Background: an optimization exercise with open tools, aiming at small area, a short achievable clock period and few clock cycles. Do not read the settings as production practice. RTL that was checked went through simulation tests only; none was proved equivalent to the original. Power figures rest on the tool's default switching activity, not on a simulated workload.

==> trial 68: inputs <==
==> flow/design.v <==
module drawLine
    (
        output logic [18:0] addr  ,
        output logic [31:0] data  ,
        output logic        wr    ,
        input  logic        busy  ,
        input  logic        clk   ,
        input  logic        reset ,
        input  logic        clk_en,
        input  logic        start ,
        output logic        done  ,
        input  logic [31:0] dataa ,
        input  logic [31:0] datab ,
        input  logic  [7:0] n     ,
        output logic [31:0] result
    );
    logic        sb, sc, se, sf, sg, sw, run;   
    logic        single;                            
    logic        first;                             
    logic        steep, sgx, sgy;
    logic [10:0] freg;
    logic  [9:0] cnt;
    wire [9:0] rp = result[9:0];
    wire [9:0] rq = result[29:20];
    wire idle = ~(sb | sc | se | sf | sg | sw | run);
    wire [9:0] x0 = dataa[9:0];
    wire [9:0] y0 = dataa[19:10];
    wire [9:0] x1 = dataa[29:20];
    wire [9:0] y1 = datab[9:0];
    wire       empty = (x0 == x1) && (y0 == y1) && (n != 8'd0);
    wire        cci = sb | (sc & ~sgx) | (sf & ~steep);
    wire [11:0] ccw = {1'b0, cnt, 1'b1} + {1'b0, ~rq, cci};
    wire        ccout = ccw[11];
    wire  [9:0] cc = ccw[10:1];
    wire        g    = ~freg[10];               
    wire        fsel = sb | sc | g;
    wire        fci  = sb | g;
    wire [10:0] fop  = fsel ? ~{1'b0, rp} : {1'b0, rq};
    wire [11:0] fsw  = {freg, 1'b1} + {fop, fci};
    wire [10:0] fs   = fsw[11:1];
    wire  [9:0] bigD = steep ? rq : cnt;
    wire        mx  = ~first & (~steep | g);
    wire        my  = ~first & (steep | g);
    wire        xn  = mx & sgx;
    wire        h0  = my ^ xn;
    wire        h1  = my ? sgy : xn;
    wire        h2  = my ? ~sgy : xn;
    wire [18:0] addend = {{9{h1}}, h2, h1, h0, {6{xn}}, mx}
                       | {2'b00, rp & {10{sb}}, 7'd0}
                       | {9'd0, rq[9:7] & {3{sc}}, 7'd0};
    wire [10:0] alo   = {1'b0, addr[9:0]} + {1'b0, addend[9:0]};
    wire  [8:0] ahi0  = addr[18:10] + addend[18:10];
    wire  [8:0] ahi1  = addr[18:10] + addend[18:10] + 9'd1;
    wire [18:0] asum  = {alo[10] ? ahi1 : ahi0, alo[9:0]};
    wire issue = ~busy;
    wire start_e = idle & start;
    wire ev_run  = (sg | run) & issue;           
    wire last    = (cnt == 10'd1);
    wire ev_one  = ((sc & single) | sw) & issue;  
    wire fin     = (ev_run & last) | ev_one;      
    wire        en_cnt  = start_e | sc | (sf & steep) | ev_run;
    wire  [9:0] d_cnt   = (sg | run) ? cnt - 10'd1 :
                          sc ? cc ^ {10{sgx}} :
                          sf ? rq : x1;
    wire        en_freg = start_e | sb | sc | sf | sg | (run & issue & ~first);
    wire [10:0] d_freg  = sf ? ~{2'b00, bigD[9:1]} :
                          idle ? {1'b0, y1} : fs;
    wire        en_addr = start_e | sb | sc | (run & issue);
    wire [18:0] d_addr  = idle ? {y0, 2'b00, x0[6:0]} : asum;
    wire        go      = start_e & ~empty;
    wire        en_rp   = go | sb | sf | fin;
    wire  [9:0] d_rp    = idle ? y0 : sb ? 10'd0 : sf ? cc ^ {10{steep}} : datab[9:0];
    wire        en_rq   = go | (sc & ~single) | (sf & steep) | fin;
    wire  [9:0] d_rq    = idle ? x0 : (sc & ~single) ? fs[9:0] ^ {10{freg[10]}} : sf ? cnt : datab[29:20];
    wire        en_col  = go | fin;
    assign data = {22'd0, result[19:10]};
    always_ff @(posedge clk) begin
        if (reset) begin
            sb     <= 1'b0;
            sc     <= 1'b0;
            se     <= 1'b0;
            sf     <= 1'b0;
            sg     <= 1'b0;
            sw     <= 1'b0;
            run    <= 1'b0;
            wr     <= 1'b0;
            done   <= 1'b0;
            result <= 32'd0;
        end else if (clk_en) begin
            sb   <= start_e & ~empty;
            sc   <= sb;
            se   <= sc & ~single;
            sf   <= se;
            sg   <= sf;
            sw   <= ((sc & single) | sw) & ~issue;
            run  <= (sg | run) & ~(issue & last);
            wr   <= ev_run | ev_one;
            done <= (start_e & empty) | fin;
            if (en_rp)  result[9:0]   <= d_rp;
            if (en_col) result[19:10] <= datab[19:10];
            if (en_rq)  result[29:20] <= d_rq;
            if (fin)    result[31:30] <= datab[31:30];
        end
    end
    always_ff @(posedge clk) begin
        if (clk_en) begin
            if (start_e) begin
                single <= (n == 8'd0);
            end
            if (start_e | ev_run)
                first <= start_e;
            if (sb)
                sgx <= ~ccout;
            if (sc)
                sgy <= freg[10];
            if (se)
                steep <= ~ccout;
            if (en_cnt)
                cnt <= d_cnt;
            if (en_freg)
                freg <= d_freg;
            if (en_addr)
                addr <= d_addr;
        end
    end
endmodule
==> flow/flow/run.sh <==
#!/bin/bash
# Standard layout, with the port buffers made of the smallest buffer cell
# (the resizer upsizes them where timing needs it).
set -euo pipefail
export BUFFER_PORTS_ARGS="-buffer_cell sky130_fd_sc_hd__buf_1"
bash standard.sh finish > make_finish.log 2>&1
==> flow/standard.sh <==
#!/bin/bash
# synth_recipe.tcl (not shown) runs the flow's synth.tcl, then flattens the netlist and writes it again
# the make line also repeats each setting of config.mk as NAME=value (left out here)
make -C /OpenROAD-flow-scripts/flow DESIGN_CONFIG=/design/flow/config.mk WORK_HOME=/design/flow/orfs CLKGATE_MAP_FILE= SYNTH_SCRIPT=/design/flow/synth_recipe.tcl "${@:-finish}"
==> flow/config.mk <==
export PLATFORM = sky130hd
export DESIGN_NAME = drawLine
export DESIGN_NICKNAME = drawLine
export VERILOG_FILES = /design/flow/design.v
export SDC_FILE = /design/flow/constraint.sdc
export NUM_CORES = 4
export LEC_CHECK = 0
export ABC_CLOCK_PERIOD_IN_PS = 2500
export CAP_MARGIN = 20
export CORE_MARGIN = 2
export CORE_UTILIZATION = 40
export PLACE_DENSITY = 0.6
export SETUP_SLACK_MARGIN = 2.9
export SLEW_MARGIN = 20
==> flow/constraint.sdc <==
create_clock -name core_clock -period 6.0 [get_ports {clk}]
set_input_delay 1.2000 -clock core_clock [delete_from_list [all_inputs] [get_ports {clk}]]
set_output_delay 1.2000 -clock core_clock [all_outputs]
set_load 0.01 [all_outputs]
==> trial 41 (differences from trial 68) <==
==> flow/design.v, changed modules only <==
module drawLine
    (
        output logic [18:0] addr  ,
        output logic [31:0] data  ,
        output logic        wr    ,
        input  logic        busy  ,
        input  logic        clk   ,
        input  logic        reset ,
        input  logic        clk_en,
        input  logic        start ,
        output logic        done  ,
        input  logic [31:0] dataa ,
        input  logic [31:0] datab ,
        input  logic  [7:0] n     ,
        output logic [31:0] result
    );
    logic        sa, sb, sc, sd, se, sf, sg, sw, run;   
    logic        single;                            
    logic        first;                             
    logic        steep, sgx, sgy;
    logic [10:0] freg;
    logic  [9:0] cnt;
    wire [9:0] rp = result[9:0];
    wire [9:0] rq = result[29:20];
    wire idle = ~(sa | sb | sc | sd | se | sf | sg | sw | run);
    wire [9:0] x0 = dataa[9:0];
    wire [9:0] y0 = dataa[19:10];
    wire [9:0] x1 = dataa[29:20];
    wire [9:0] y1 = datab[9:0];
    wire       empty = (x0 == x1) && (y0 == y1) && (n != 8'd0);
    logic       cci;
    wire [11:0] ccw = {1'b0, cnt, 1'b1} + {1'b0, ~rq, cci};
    wire        ccout = ccw[11];
    wire  [9:0] cc = ccw[10:1];
    wire        g    = ~freg[10];               
    logic       sbc;                            
    wire        fsel = sbc | g;
    wire        fci  = sb | g;
    wire [10:0] fop  = fsel ? ~{1'b0, rp} : {1'b0, rq};
    wire [11:0] fsw  = {freg, 1'b1} + {fop, fci};
    wire [10:0] fs   = fsw[11:1];
    wire  [9:0] bigD = steep ? rq : cnt;
    logic nf, kx, nkx, ky, nky, s_hi, s_9, s_7, s_lo, s_0;
    wire [18:0] setup_op = {2'b00, rp & {10{sb}}, 7'd0}
                         | {9'd0, rq[9:7] & {3{sc}}, 7'd0};
    wire [18:0] add_d = {{9{ky}}, nky, ky, nkx, {6{kx}}, nf};
    wire [18:0] add_s = {{9{s_hi}}, s_9, s_hi, s_7, {6{s_lo}}, s_0};
    wire [18:0] asum = addr + ((g & run) ? add_d : (add_s | setup_op));
    wire issue = ~busy;
    wire start_e = idle & start;
    wire ev_run  = (sg | run) & issue;           
    wire last    = (cnt == 10'd1);
    wire ev_one  = ((sc & single) | sw) & issue;  
    wire fin     = (ev_run & last) | ev_one;      
    wire fin_ld  = ((sg | run) & last) | (sc & single) | sw;
    wire        en_cnt  = start_e | sc | (sf & steep) | ev_run;
    wire  [9:0] d_cnt   = (sg | run) ? cnt - 10'd1 :
                          sc ? cc ^ {10{sgx}} :
                          sf ? rq : x1;
    wire        en_freg = start_e | sb | sc | sf | sg | (run & issue & ~first);
    wire [10:0] d_freg  = sf ? ~{2'b00, bigD[9:1]} :
                          idle ? {1'b0, y1} : fs;
    wire        en_addr = start_e | sb | sc | (run & issue);
    wire [18:0] d_addr  = idle ? {y0, 2'b00, x0[6:0]} : asum;
    wire        en_rp   = sa | sb | sf | fin_ld;
    wire  [9:0] d_rp    = sa ? y0 : sb ? 10'd0 : sf ? cc ^ {10{steep}} : datab[9:0];
    wire        en_rq   = sa | sd | (sf & steep) | fin_ld;
    wire  [9:0] d_rq    = sa ? x0 : sd ? freg[9:0] ^ {10{sgy}} : sf ? cnt : datab[29:20];
    wire        en_col  = sa | fin_ld;
    assign data = {22'd0, result[19:10]};
    always_ff @(posedge clk) begin
        if (reset) begin
            sa     <= 1'b0;
            sb     <= 1'b0;
            sc     <= 1'b0;
            sd     <= 1'b0;
            se     <= 1'b0;
            sf     <= 1'b0;
            sg     <= 1'b0;
            sw     <= 1'b0;
            run    <= 1'b0;
            wr     <= 1'b0;
            done   <= 1'b0;
            result <= 32'd0;
        end else if (clk_en) begin
            sa   <= start_e & ~empty;
            sb   <= sa;
            sc   <= sb;
            sd   <= sc & ~single;
            se   <= sd;
            sf   <= se;
            sg   <= sf;
            sw   <= ((sc & single) | sw) & ~issue;
            run  <= (sg | run) & ~(issue & last);
            wr   <= ev_run | ev_one;
            done <= (start_e & empty) | fin;
            if (en_rp)  result[9:0]   <= d_rp;
            if (en_col) result[19:10] <= datab[19:10];
            if (en_rq)  result[29:20] <= d_rq;
            if (fin_ld) result[31:30] <= datab[31:30];
        end
    end
    always_ff @(posedge clk) begin
        if (clk_en) begin
            if (start_e) begin
                single <= (n == 8'd0);
            end
            cci <= sa | ((sb | se) & ccout);
            sbc <= sa | sb;
            if (start_e | ev_run)
                first <= start_e;
            if (start_e | (ev_run & first)) begin
                nf   <= ~start_e;
                kx   <= ~start_e & sgx;
                nkx  <= ~start_e & ~sgx;
                ky   <= ~start_e & sgy;
                nky  <= ~start_e & ~sgy;
                s_hi <= ~start_e & (steep ? sgy : sgx);
                s_9  <= ~start_e & (steep ? ~sgy : sgx);
                s_7  <= ~start_e & (steep | sgx);
                s_lo <= ~start_e & ~steep & sgx;
                s_0  <= ~start_e & ~steep;
            end
            if (sb)
                sgx <= ~ccout;
            if (sc)
                sgy <= freg[10];
            if (se)
                steep <= ~ccout;
            if (en_cnt)
                cnt <= d_cnt;
            if (en_freg)
                freg <= d_freg;
            if (en_addr)
                addr <= d_addr;
        end
    end
endmodule
--- a/flow/config.mk
+++ b/flow/config.mk
@@ -10,5 +10,5 @@
 export CORE_MARGIN = 2
 export CORE_UTILIZATION = 40
 export PLACE_DENSITY = 0.6
-export SETUP_SLACK_MARGIN = 2.9
+export SETUP_SLACK_MARGIN = 3.1
 export SLEW_MARGIN = 20
==> trial 54 (differences from trial 68) <==
==> flow/design.v, changed modules only <==
module drawLine
    (
        output logic [18:0] addr  ,
        output logic [31:0] data  ,
        output logic        wr    ,
        input  logic        busy  ,
        input  logic        clk   ,
        input  logic        reset ,
        input  logic        clk_en,
        input  logic        start ,
        output logic        done  ,
        input  logic [31:0] dataa ,
        input  logic [31:0] datab ,
        input  logic  [7:0] n     ,
        output logic [31:0] result
    );
    logic        sa, sb, sc, sd, se, sf, sg, sw, run;   
    logic        single;                            
    logic        first;                             
    logic        steep, sgx, sgy;
    logic [10:0] freg;
    logic  [9:0] cnt;
    wire [9:0] rp = result[9:0];
    wire [9:0] rq = result[29:20];
    wire idle = ~(sa | sb | sc | sd | se | sf | sg | sw | run);
    wire [9:0] x0 = dataa[9:0];
    wire [9:0] y0 = dataa[19:10];
    wire [9:0] x1 = dataa[29:20];
    wire [9:0] y1 = datab[9:0];
    wire       empty = (x0 == x1) && (y0 == y1) && (n != 8'd0);
    wire        cci = sb | (sc & ~sgx) | (sf & ~steep);
    wire [11:0] ccw = {1'b0, cnt, 1'b1} + {1'b0, ~rq, cci};
    wire        ccout = ccw[11];
    wire  [9:0] cc = ccw[10:1];
    wire        g    = ~freg[10];               
    wire        fsel = sb | sc | g;
    wire        fci  = sb | g;
    wire [10:0] fop  = fsel ? ~{1'b0, rp} : {1'b0, rq};
    wire [11:0] fsw  = {freg, 1'b1} + {fop, fci};
    wire [10:0] fs   = fsw[11:1];
    wire  [9:0] bigD = steep ? rq : cnt;
    wire        mx  = ~first & (~steep | g);
    wire        my  = ~first & (steep | g);
    wire        xn  = mx & sgx;
    wire        h0  = my ^ xn;
    wire        h1  = my ? sgy : xn;
    wire        h2  = my ? ~sgy : xn;
    wire [18:0] addend = {{9{h1}}, h2, h1, h0, {6{xn}}, mx}
                       | {2'b00, rp & {10{sb}}, 7'd0}
                       | {9'd0, rq[9:7] & {3{sc}}, 7'd0};
    wire [18:0] asum = addr + addend;
    wire issue = ~busy;
    wire start_e = idle & start;
    wire ev_run  = (sg | run) & issue;           
    wire last    = (cnt == 10'd1);
    wire ev_one  = ((sc & single) | sw) & issue;  
    wire fin     = (ev_run & last) | ev_one;      
    wire        en_cnt  = start_e | sc | (sf & steep) | ev_run;
    wire  [9:0] d_cnt   = (sg | run) ? cnt - 10'd1 :
                          sc ? cc ^ {10{sgx}} :
                          sf ? rq : x1;
    wire        en_freg = start_e | sb | sc | sf | sg | (run & issue & ~first);
    wire [10:0] d_freg  = sf ? ~{2'b00, bigD[9:1]} :
                          idle ? {1'b0, y1} : fs;
    wire        en_addr = start_e | sb | sc | (run & issue);
    wire [18:0] d_addr  = idle ? {y0, 2'b00, x0[6:0]} : asum;
    wire        en_rp   = sa | sb | sf | fin;
    wire  [9:0] d_rp    = sa ? y0 : sb ? 10'd0 : sf ? cc ^ {10{steep}} : datab[9:0];
    wire        en_rq   = sa | sd | (sf & steep) | fin;
    wire  [9:0] d_rq    = sa ? x0 : sd ? freg[9:0] ^ {10{sgy}} : sf ? cnt : datab[29:20];
    wire        en_col  = sa | fin;
    assign data = {22'd0, result[19:10]};
    always_ff @(posedge clk) begin
        if (reset) begin
            sa     <= 1'b0;
            sb     <= 1'b0;
            sc     <= 1'b0;
            sd     <= 1'b0;
            se     <= 1'b0;
            sf     <= 1'b0;
            sg     <= 1'b0;
            sw     <= 1'b0;
            run    <= 1'b0;
            wr     <= 1'b0;
            done   <= 1'b0;
            result <= 32'd0;
        end else if (clk_en) begin
            sa   <= start_e & ~empty;
            sb   <= sa;
            sc   <= sb;
            sd   <= sc & ~single;
            se   <= sd;
            sf   <= se;
            sg   <= sf;
            sw   <= ((sc & single) | sw) & ~issue;
            run  <= (sg | run) & ~(issue & last);
            wr   <= ev_run | ev_one;
            done <= (start_e & empty) | fin;
            if (en_rp)  result[9:0]   <= d_rp;
            if (en_col) result[19:10] <= datab[19:10];
            if (en_rq)  result[29:20] <= d_rq;
            if (fin)    result[31:30] <= datab[31:30];
        end
    end
    always_ff @(posedge clk) begin
        if (clk_en) begin
            if (start_e) begin
                single <= (n == 8'd0);
            end
            if (start_e | ev_run)
                first <= start_e;
            if (sb)
                sgx <= ~ccout;
            if (sc)
                sgy <= freg[10];
            if (se)
                steep <= ~ccout;
            if (en_cnt)
                cnt <= d_cnt;
            if (en_freg)
                freg <= d_freg;
            if (en_addr)
                addr <= d_addr;
        end
    end
endmodule
==> build 53 (differences from trial 68) <==
==> flow/design.v, changed modules only <==
module drawLine
    (
        output logic [18:0] addr  ,
        output logic [31:0] data  ,
        output logic        wr    ,
        input  logic        busy  ,
        input  logic        clk   ,
        input  logic        reset ,
        input  logic        clk_en,
        input  logic        start ,
        output logic        done  ,
        input  logic [31:0] dataa ,
        input  logic [31:0] datab ,
        input  logic  [7:0] n     ,
        output logic [31:0] result
    );
    logic        sa, sb, sc, sd, se, sf, sg, sw, run;   
    logic        single;                            
    logic        first;                             
    logic        steep, sgx, sgy;
    logic [10:0] freg;
    logic  [9:0] cnt;
    wire [9:0] rp = result[9:0];
    wire [9:0] rq = result[29:20];
    wire idle = ~(sa | sb | sc | sd | se | sf | sg | sw | run);
    wire [9:0] x0 = dataa[9:0];
    wire [9:0] y0 = dataa[19:10];
    wire [9:0] x1 = dataa[29:20];
    wire [9:0] y1 = datab[9:0];
    wire       empty = (x0 == x1) && (y0 == y1) && (n != 8'd0);
    logic       cci;
    wire [11:0] ccw = {1'b0, cnt, 1'b1} + {1'b0, ~rq, cci};
    wire        ccout = ccw[11];
    wire  [9:0] cc = ccw[10:1];
    wire        g    = ~freg[10];               
    logic       sbc;                            
    wire        fsel = sbc | g;
    wire        fci  = sb | g;
    wire [10:0] fop  = fsel ? ~{1'b0, rp} : {1'b0, rq};
    wire [11:0] fsw  = {freg, 1'b1} + {fop, fci};
    wire [10:0] fs   = fsw[11:1];
    wire  [9:0] bigD = steep ? rq : cnt;
    logic       mxs, mys;                       
    wire        mx  = g ? ~first : mxs;
    wire        my  = g ? ~first : mys;
    wire        xn  = mx & sgx;
    wire        h0  = my ^ xn;
    wire        h1  = my ? sgy : xn;
    wire        h2  = my ? ~sgy : xn;
    wire [18:0] addend = {{9{h1}}, h2, h1, h0, {6{xn}}, mx}
                       | {2'b00, rp & {10{sb}}, 7'd0}
                       | {9'd0, rq[9:7] & {3{sc}}, 7'd0};
    wire [18:0] asum = addr + addend;
    wire issue = ~busy;
    wire start_e = idle & start;
    wire ev_run  = (sg | run) & issue;           
    wire last    = (cnt == 10'd1);
    wire ev_one  = ((sc & single) | sw) & issue;  
    wire fin     = (ev_run & last) | ev_one;      
    wire fin_ld  = ((sg | run) & last) | (sc & single) | sw;
    wire        en_cnt  = start_e | sc | (sf & steep) | ev_run;
    wire  [9:0] d_cnt   = (sg | run) ? cnt - 10'd1 :
                          sc ? cc ^ {10{sgx}} :
                          sf ? rq : x1;
    wire        en_freg = start_e | sb | sc | sf | sg | (run & issue & ~first);
    wire [10:0] d_freg  = sf ? ~{2'b00, bigD[9:1]} :
                          idle ? {1'b0, y1} : fs;
    wire        en_addr = start_e | sb | sc | (run & issue);
    wire [18:0] d_addr  = idle ? {y0, 2'b00, x0[6:0]} : asum;
    wire        en_rp   = sa | sb | sf | fin_ld;
    wire  [9:0] d_rp    = sa ? y0 : sb ? 10'd0 : sf ? cc ^ {10{steep}} : datab[9:0];
    wire        en_rq   = sa | sd | (sf & steep) | fin_ld;
    wire  [9:0] d_rq    = sa ? x0 : sd ? freg[9:0] ^ {10{sgy}} : sf ? cnt : datab[29:20];
    wire        en_col  = sa | fin_ld;
    assign data = {22'd0, result[19:10]};
    always_ff @(posedge clk) begin
        if (reset) begin
            sa     <= 1'b0;
            sb     <= 1'b0;
            sc     <= 1'b0;
            sd     <= 1'b0;
            se     <= 1'b0;
            sf     <= 1'b0;
            sg     <= 1'b0;
            sw     <= 1'b0;
            run    <= 1'b0;
            wr     <= 1'b0;
            done   <= 1'b0;
            result <= 32'd0;
        end else if (clk_en) begin
            sa   <= start_e & ~empty;
            sb   <= sa;
            sc   <= sb;
            sd   <= sc & ~single;
            se   <= sd;
            sf   <= se;
            sg   <= sf;
            sw   <= ((sc & single) | sw) & ~issue;
            run  <= (sg | run) & ~(issue & last);
            wr   <= ev_run | ev_one;
            done <= (start_e & empty) | fin;
            if (en_rp)  result[9:0]   <= d_rp;
            if (en_col) result[19:10] <= datab[19:10];
            if (en_rq)  result[29:20] <= d_rq;
            if (fin_ld) result[31:30] <= datab[31:30];
        end
    end
    always_ff @(posedge clk) begin
        if (clk_en) begin
            if (start_e) begin
                single <= (n == 8'd0);
            end
            cci <= sa | ((sb | se) & ccout);
            sbc <= sa | sb;
            if (start_e | ev_run)
                first <= start_e;
            if (start_e | (ev_run & first)) begin
                mxs <= ~start_e & ~steep;
                mys <= ~start_e & steep;
            end
            if (sb)
                sgx <= ~ccout;
            if (sc)
                sgy <= freg[10];
            if (se)
                steep <= ~ccout;
            if (en_cnt)
                cnt <= d_cnt;
            if (en_freg)
                freg <= d_freg;
            if (en_addr)
                addr <= d_addr;
        end
    end
endmodule
--- a/flow/config.mk
+++ b/flow/config.mk
@@ -9,6 +9,6 @@
 export CAP_MARGIN = 20
 export CORE_MARGIN = 2
 export CORE_UTILIZATION = 40
-export PLACE_DENSITY = 0.6
+export PLACE_DENSITY = 0.7
 export SETUP_SLACK_MARGIN = 2.9
 export SLEW_MARGIN = 20
==> notes.md <==
Sequential power, lowest first: trial 54, trial 68, build 53, trial 41.
Of trial 54 and trial 68, trial 68 has the higher maximum frequency (gap about 2%, measured against trial 68).
The highest first-iteration DRC count belongs to trial 41, the lowest to build 53.
Against trial 54, the via count of build 53 is smaller by about 0.5%.
Die area: trial 54 is lower than trial 41 (about 6%).
Testbench counts of build 53, summed over its fixed seeds: cycles 75,107.
Only the layout flow was run in trial 68, trial 41 and trial 54; the RTL was not checked for function there.

==> port drivers added, routing unchanged <==
Ports are ideal in the flow. The routed layouts listed here were re-timed in OpenROAD. Step 1 (the two cells are an assumption about what drives the block):
set clk [get_ports {clk}]
set_driving_cell -lib_cell sky130_fd_sc_hd__clkbuf_16 $clk
set_driving_cell -lib_cell sky130_fd_sc_hd__buf_2 [delete_from_list [all_inputs] $clk]
Step 2 also shifts input and output timing later by t, the mid clock arrival at the registers, as if the neighbouring blocks saw the same clock. a / b / c = ideal / step 1 / step 2; a / b = the first two.
run | shift t [ns] | setup slack, ns | worst slew at a driven data input, ns
trial 68 | 0.404 | 2.834 / 2.834 / 2.584 | 0.06
trial 41 | 0.393 | 2.730 / 2.730 / 2.730 | 0.07
trial 54 | 0.408 | 2.771 / 2.771 / 2.771 | 0.05
build 53 | 0.397 | 2.932 / 2.932 / 2.932 | 0.08
After both steps every run listed still meets setup and hold. For trial 68, which loses most, drivers alone change the setup slack by 0.000 ns; drivers and shift together by -0.250 ns.
